What follows belongs to an exercise in optimizing a design on an open flow for small area; a production flow would make more cautious choices. Function was checked by simulation only, so behaviour that the tests miss may differ from the original.

==> wip/juniper: inputs <==
// cordic
module cordic (
  input                clk,
  input                reset,
  input                operands_val,
  input  signed [15:0] x_start,
  input  signed [15:0] y_start,
  input  signed [15:0] angle,
  output signed [15:0] sine,
  output signed [15:0] cosine,
  output               out_valid
);
clock: 5.0 ns
lec_check: 0
cap_margin: 0
core_margin: 2
core_utilization: 60
slew_margin: 0
synth_hierarchical: 1
synth_minimum_keep_size: 0
run.sh (not shown) runs the stock make flow with config.mk's settings and CLKGATE_MAP_FILE= SYNTH_SCRIPT=/design/flow/synth_recipe.tcl, a recipe that flattens the netlist after the stock synthesis.
==> inputs of wip/harbor, as changes to wip/juniper <==
--- a/flow/design.v
+++ b/flow/design.v
@@ -634,53 +634,53 @@
   wire y13_t_sg = xr10[15] ^ ~dir13;
   wire [12:0] y13_t_s;
   cr_incdec #(.W(13)) u_y13_t (.x(yr10[15:3]), .incn(~(y13_t_cl & ~y13_t_sg)), .decn(~(~y13_t_cl & y13_t_sg)), .y(y13_t_s));
   wire [15:0] x13 = {x13_t_s, x13_0_s};
   wire [15:0] y13 = {y13_t_s, y13_0_s};
-  wire dir14 = dr10[14];
+  reg [15:0] xr11, yr11;
+  reg [15:14] dr11;
+  always @(posedge clk) begin
+    xr11 <= x13;
+    yr11 <= y13;
+    dr11 <= {dr10[15], dr10[14]};
+  end
+  wire dir14 = dr11[14];
   wire [1:0] x14_0_s;
   wire x14_0_co;
-  wire [1:0] x14_0_bn = {~(y13[15] ^ dir14), y13[14] ^ dir14};
-  cr_addn #(.N(2)) u_x14_0 (.a(x13[1:0]), .bn(x14_0_bn), .cin(dir14), .s(x14_0_s), .co(x14_0_co));
+  wire [1:0] x14_0_bn = {~(yr11[15] ^ dir14), yr11[14] ^ dir14};
+  cr_addn #(.N(2)) u_x14_0 (.a(xr11[1:0]), .bn(x14_0_bn), .cin(dir14), .s(x14_0_s), .co(x14_0_co));
   wire [1:0] y14_0_s;
   wire y14_0_co;
-  wire [1:0] y14_0_bn = {~(x13[15] ^ ~dir14), x13[14] ^ ~dir14};
-  cr_addn #(.N(2)) u_y14_0 (.a(y13[1:0]), .bn(y14_0_bn), .cin(~dir14), .s(y14_0_s), .co(y14_0_co));
+  wire [1:0] y14_0_bn = {~(xr11[15] ^ ~dir14), xr11[14] ^ ~dir14};
+  cr_addn #(.N(2)) u_y14_0 (.a(yr11[1:0]), .bn(y14_0_bn), .cin(~dir14), .s(y14_0_s), .co(y14_0_co));
   wire x14_t_cl = x14_0_co;
-  wire x14_t_sg = y13[15] ^ dir14;
+  wire x14_t_sg = yr11[15] ^ dir14;
   wire [13:0] x14_t_s;
-  cr_incdec #(.W(14)) u_x14_t (.x(x13[15:2]), .incn(~(x14_t_cl & ~x14_t_sg)), .decn(~(~x14_t_cl & x14_t_sg)), .y(x14_t_s));
+  cr_incdec #(.W(14)) u_x14_t (.x(xr11[15:2]), .incn(~(x14_t_cl & ~x14_t_sg)), .decn(~(~x14_t_cl & x14_t_sg)), .y(x14_t_s));
   wire y14_t_cl = y14_0_co;
-  wire y14_t_sg = x13[15] ^ ~dir14;
+  wire y14_t_sg = xr11[15] ^ ~dir14;
   wire [13:0] y14_t_s;
-  cr_incdec #(.W(14)) u_y14_t (.x(y13[15:2]), .incn(~(y14_t_cl & ~y14_t_sg)), .decn(~(~y14_t_cl & y14_t_sg)), .y(y14_t_s));
+  cr_incdec #(.W(14)) u_y14_t (.x(yr11[15:2]), .incn(~(y14_t_cl & ~y14_t_sg)), .decn(~(~y14_t_cl & y14_t_sg)), .y(y14_t_s));
   wire [15:0] x14 = {x14_t_s, x14_0_s};
   wire [15:0] y14 = {y14_t_s, y14_0_s};
-  reg [15:0] xr11, yr11;
-  reg [15:15] dr11;
-  always @(posedge clk) begin
-    xr11 <= x14;
-    yr11 <= y14;
-    dr11 <= {dr10[15]};
-  end
   wire dir15 = dr11[15];
   wire [0:0] x15_0_s;
   wire x15_0_co;
-  wire [0:0] x15_0_bn = {yr11[15] ^ dir15};
-  cr_addn #(.N(1)) u_x15_0 (.a(xr11[0:0]), .bn(x15_0_bn), .cin(dir15), .s(x15_0_s), .co(x15_0_co));
+  wire [0:0] x15_0_bn = {y14[15] ^ dir15};
+  cr_addn #(.N(1)) u_x15_0 (.a(x14[0:0]), .bn(x15_0_bn), .cin(dir15), .s(x15_0_s), .co(x15_0_co));
   wire [0:0] y15_0_s;
   wire y15_0_co;
-  wire [0:0] y15_0_bn = {xr11[15] ^ ~dir15};
-  cr_addn #(.N(1)) u_y15_0 (.a(yr11[0:0]), .bn(y15_0_bn), .cin(~dir15), .s(y15_0_s), .co(y15_0_co));
+  wire [0:0] y15_0_bn = {x14[15] ^ ~dir15};
+  cr_addn #(.N(1)) u_y15_0 (.a(y14[0:0]), .bn(y15_0_bn), .cin(~dir15), .s(y15_0_s), .co(y15_0_co));
   wire x15_t_cl = ~x15_0_co;
-  wire x15_t_sg = yr11[15] ^ dir15;
+  wire x15_t_sg = y14[15] ^ dir15;
   wire [14:0] x15_t_s;
-  cr_incdec #(.W(15)) u_x15_t (.x(xr11[15:1]), .incn(~(x15_t_cl & ~x15_t_sg)), .decn(~(~x15_t_cl & x15_t_sg)), .y(x15_t_s));
+  cr_incdec #(.W(15)) u_x15_t (.x(x14[15:1]), .incn(~(x15_t_cl & ~x15_t_sg)), .decn(~(~x15_t_cl & x15_t_sg)), .y(x15_t_s));
   wire y15_t_cl = ~y15_0_co;
-  wire y15_t_sg = xr11[15] ^ ~dir15;
+  wire y15_t_sg = x14[15] ^ ~dir15;
   wire [14:0] y15_t_s;
-  cr_incdec #(.W(15)) u_y15_t (.x(yr11[15:1]), .incn(~(y15_t_cl & ~y15_t_sg)), .decn(~(~y15_t_cl & y15_t_sg)), .y(y15_t_s));
+  cr_incdec #(.W(15)) u_y15_t (.x(y14[15:1]), .incn(~(y15_t_cl & ~y15_t_sg)), .decn(~(~y15_t_cl & y15_t_sg)), .y(y15_t_s));
   wire [15:0] x15 = {x15_t_s, x15_0_s};
   wire [15:0] y15 = {y15_t_s, y15_0_s};
   assign cosine = x15;
   assign sine   = y15;
 endmodule
--- a/flow/config.mk
+++ b/flow/config.mk
@@ -6,8 +6,10 @@
 export NUM_CORES = 4
 export LEC_CHECK = 0
 export CAP_MARGIN = 0
 export CORE_MARGIN = 2
 export CORE_UTILIZATION = 60
+export CTS_BUF_LIST = sky130_fd_sc_hd__clkbuf_4 sky130_fd_sc_hd__clkbuf_8
+export CTS_CLUSTER_SIZE = 30
 export SLEW_MARGIN = 0
 export SYNTH_HIERARCHICAL = 1
 export SYNTH_MINIMUM_KEEP_SIZE = 0
==> inputs of wip/xenon, as changes to wip/juniper <==
--- a/flow/design.v
+++ b/flow/design.v
@@ -634,53 +634,53 @@
   wire y13_t_sg = xr10[15] ^ ~dir13;
   wire [12:0] y13_t_s;
   cr_incdec #(.W(13)) u_y13_t (.x(yr10[15:3]), .incn(~(y13_t_cl & ~y13_t_sg)), .decn(~(~y13_t_cl & y13_t_sg)), .y(y13_t_s));
   wire [15:0] x13 = {x13_t_s, x13_0_s};
   wire [15:0] y13 = {y13_t_s, y13_0_s};
-  wire dir14 = dr10[14];
+  reg [15:0] xr11, yr11;
+  reg [15:14] dr11;
+  always @(posedge clk) begin
+    xr11 <= x13;
+    yr11 <= y13;
+    dr11 <= {dr10[15], dr10[14]};
+  end
+  wire dir14 = dr11[14];
   wire [1:0] x14_0_s;
   wire x14_0_co;
-  wire [1:0] x14_0_bn = {~(y13[15] ^ dir14), y13[14] ^ dir14};
-  cr_addn #(.N(2)) u_x14_0 (.a(x13[1:0]), .bn(x14_0_bn), .cin(dir14), .s(x14_0_s), .co(x14_0_co));
+  wire [1:0] x14_0_bn = {~(yr11[15] ^ dir14), yr11[14] ^ dir14};
+  cr_addn #(.N(2)) u_x14_0 (.a(xr11[1:0]), .bn(x14_0_bn), .cin(dir14), .s(x14_0_s), .co(x14_0_co));
   wire [1:0] y14_0_s;
   wire y14_0_co;
-  wire [1:0] y14_0_bn = {~(x13[15] ^ ~dir14), x13[14] ^ ~dir14};
-  cr_addn #(.N(2)) u_y14_0 (.a(y13[1:0]), .bn(y14_0_bn), .cin(~dir14), .s(y14_0_s), .co(y14_0_co));
+  wire [1:0] y14_0_bn = {~(xr11[15] ^ ~dir14), xr11[14] ^ ~dir14};
+  cr_addn #(.N(2)) u_y14_0 (.a(yr11[1:0]), .bn(y14_0_bn), .cin(~dir14), .s(y14_0_s), .co(y14_0_co));
   wire x14_t_cl = x14_0_co;
-  wire x14_t_sg = y13[15] ^ dir14;
+  wire x14_t_sg = yr11[15] ^ dir14;
   wire [13:0] x14_t_s;
-  cr_incdec #(.W(14)) u_x14_t (.x(x13[15:2]), .incn(~(x14_t_cl & ~x14_t_sg)), .decn(~(~x14_t_cl & x14_t_sg)), .y(x14_t_s));
+  cr_incdec #(.W(14)) u_x14_t (.x(xr11[15:2]), .incn(~(x14_t_cl & ~x14_t_sg)), .decn(~(~x14_t_cl & x14_t_sg)), .y(x14_t_s));
   wire y14_t_cl = y14_0_co;
-  wire y14_t_sg = x13[15] ^ ~dir14;
+  wire y14_t_sg = xr11[15] ^ ~dir14;
   wire [13:0] y14_t_s;
-  cr_incdec #(.W(14)) u_y14_t (.x(y13[15:2]), .incn(~(y14_t_cl & ~y14_t_sg)), .decn(~(~y14_t_cl & y14_t_sg)), .y(y14_t_s));
+  cr_incdec #(.W(14)) u_y14_t (.x(yr11[15:2]), .incn(~(y14_t_cl & ~y14_t_sg)), .decn(~(~y14_t_cl & y14_t_sg)), .y(y14_t_s));
   wire [15:0] x14 = {x14_t_s, x14_0_s};
   wire [15:0] y14 = {y14_t_s, y14_0_s};
-  reg [15:0] xr11, yr11;
-  reg [15:15] dr11;
-  always @(posedge clk) begin
-    xr11 <= x14;
-    yr11 <= y14;
-    dr11 <= {dr10[15]};
-  end
   wire dir15 = dr11[15];
   wire [0:0] x15_0_s;
   wire x15_0_co;
-  wire [0:0] x15_0_bn = {yr11[15] ^ dir15};
-  cr_addn #(.N(1)) u_x15_0 (.a(xr11[0:0]), .bn(x15_0_bn), .cin(dir15), .s(x15_0_s), .co(x15_0_co));
+  wire [0:0] x15_0_bn = {y14[15] ^ dir15};
+  cr_addn #(.N(1)) u_x15_0 (.a(x14[0:0]), .bn(x15_0_bn), .cin(dir15), .s(x15_0_s), .co(x15_0_co));
   wire [0:0] y15_0_s;
   wire y15_0_co;
-  wire [0:0] y15_0_bn = {xr11[15] ^ ~dir15};
-  cr_addn #(.N(1)) u_y15_0 (.a(yr11[0:0]), .bn(y15_0_bn), .cin(~dir15), .s(y15_0_s), .co(y15_0_co));
+  wire [0:0] y15_0_bn = {x14[15] ^ ~dir15};
+  cr_addn #(.N(1)) u_y15_0 (.a(y14[0:0]), .bn(y15_0_bn), .cin(~dir15), .s(y15_0_s), .co(y15_0_co));
   wire x15_t_cl = ~x15_0_co;
-  wire x15_t_sg = yr11[15] ^ dir15;
+  wire x15_t_sg = y14[15] ^ dir15;
   wire [14:0] x15_t_s;
-  cr_incdec #(.W(15)) u_x15_t (.x(xr11[15:1]), .incn(~(x15_t_cl & ~x15_t_sg)), .decn(~(~x15_t_cl & x15_t_sg)), .y(x15_t_s));
+  cr_incdec #(.W(15)) u_x15_t (.x(x14[15:1]), .incn(~(x15_t_cl & ~x15_t_sg)), .decn(~(~x15_t_cl & x15_t_sg)), .y(x15_t_s));
   wire y15_t_cl = ~y15_0_co;
-  wire y15_t_sg = xr11[15] ^ ~dir15;
+  wire y15_t_sg = x14[15] ^ ~dir15;
   wire [14:0] y15_t_s;
-  cr_incdec #(.W(15)) u_y15_t (.x(yr11[15:1]), .incn(~(y15_t_cl & ~y15_t_sg)), .decn(~(~y15_t_cl & y15_t_sg)), .y(y15_t_s));
+  cr_incdec #(.W(15)) u_y15_t (.x(y14[15:1]), .incn(~(y15_t_cl & ~y15_t_sg)), .decn(~(~y15_t_cl & y15_t_sg)), .y(y15_t_s));
   wire [15:0] x15 = {x15_t_s, x15_0_s};
   wire [15:0] y15 = {y15_t_s, y15_0_s};
   assign cosine = x15;
   assign sine   = y15;
 endmodule
==> flow/flow/run.sh (new file) <==
#!/bin/bash
# Own layout flow: the standard ORFS flow (standard.sh, including its
# standard synthesis), with two changes to how the layout is built:
#  - the input/output port buffers are sky130_fd_sc_hd__buf_1 cells;
#  - clock tree synthesis uses clkbuf_4/clkbuf_8 and inserts no dummy loads.
# ORFS writes each step's full log under orfs/logs/; make's own output goes
# to make.log in this folder.
set -euo pipefail
export BUFFER_PORTS_ARGS="-buffer_cell sky130_fd_sc_hd__buf_1"
export CTS_ARGS="-sink_clustering_enable -repair_clock_nets -dont_use_dummy_load -sink_clustering_size 30 -buf_list {sky130_fd_sc_hd__clkbuf_4 sky130_fd_sc_hd__clkbuf_8}"
bash standard.sh finish > make.log 2>&1
==> flow/standard.sh (new file) <==
#!/bin/bash
# synth_recipe.tcl (not shown) runs the flow's synth.tcl, then flattens the netlist and writes it again
# the make line also repeats each setting of config.mk as NAME=value (left out here)
make -C /OpenROAD-flow-scripts/flow DESIGN_CONFIG=/design/flow/config.mk WORK_HOME=/design/flow/orfs CLKGATE_MAP_FILE= SYNTH_SCRIPT=/design/flow/synth_recipe.tcl "${@:-finish}"
removed: flow/run.sh
==> qor summary <==
quantity                                                              wip/xenon                  wip/harbor   wip/juniper
H-tree depth                                                                  3                           3             2
Total vias in the final route                                             20770                       21240         20410
Global routing usage on met2                                             41.92%                      42.23%        41.71%
Share of cell area taken by multi-input logic gates                      57.25%                      54.72%        55.10%
Worst Setup End Kind                                                 output pin                  output pin     flip-flop
Placer congestion estimate                                               0.8253                      0.8180        0.8562
Post-synthesis to final-layout area growth                               10.91%                      15.67%        11.34%
Outcome                                              complete, but fails checks  complete, but fails checks  no timing/DRC/antenna violations
Reasons for failing layout checks                                  setup timing                setup timing             -
Vias in the first global route                                            20380                       21080         20040
Final instance count without filler cells                                  3860                        3974          3815
GRT met3 Usage                                                           3.836%                      3.810%        3.383%
Max Freq                                                              197.3 MHz                   189.1 MHz     220.1 MHz

==> static timing again, ports no longer ideal <==
In the flow no input, the clock included, has a driving cell. The finished layouts below were timed again as built, in two steps. Step 1 (the two cells are an assumption about what drives the block):
set clk [get_ports {clk}]
set_driving_cell -lib_cell sky130_fd_sc_hd__clkbuf_16 $clk
set_driving_cell -lib_cell sky130_fd_sc_hd__buf_2 [delete_from_list [all_inputs] $clk]
Step 2 adds t to the input delays and takes it off the output delays; t is the mean of the earliest and latest rising clock arrival at the registers after step 1. Input paths then give back, and output paths get back, about the clock's delay inside the block. a / b / c = no drivers / after step 1 / after step 2; a / b = the first two.
| run | t, ns | setup slack, ns | worst data-port slew with drivers (ns) | cell pins on the clock port's net |
|---|---|---|---|---|
| wip/juniper | 0.649 | 0.457 / 0.457 / -0.093 | 0.04 | 1 |
| wip/harbor | 0.695 | -0.288 / -0.343 / -0.219 | 0.05 | 1 |
| wip/xenon | 0.679 | -0.068 / -0.124 / 0.211 | 0.04 | 1 |
Met with ideal ports but missed after step 2: setup timing in wip/juniper. The setup slack of wip/juniper, which loses most, moves by 0.000 ns with the drivers and by -0.550 ns with both steps.
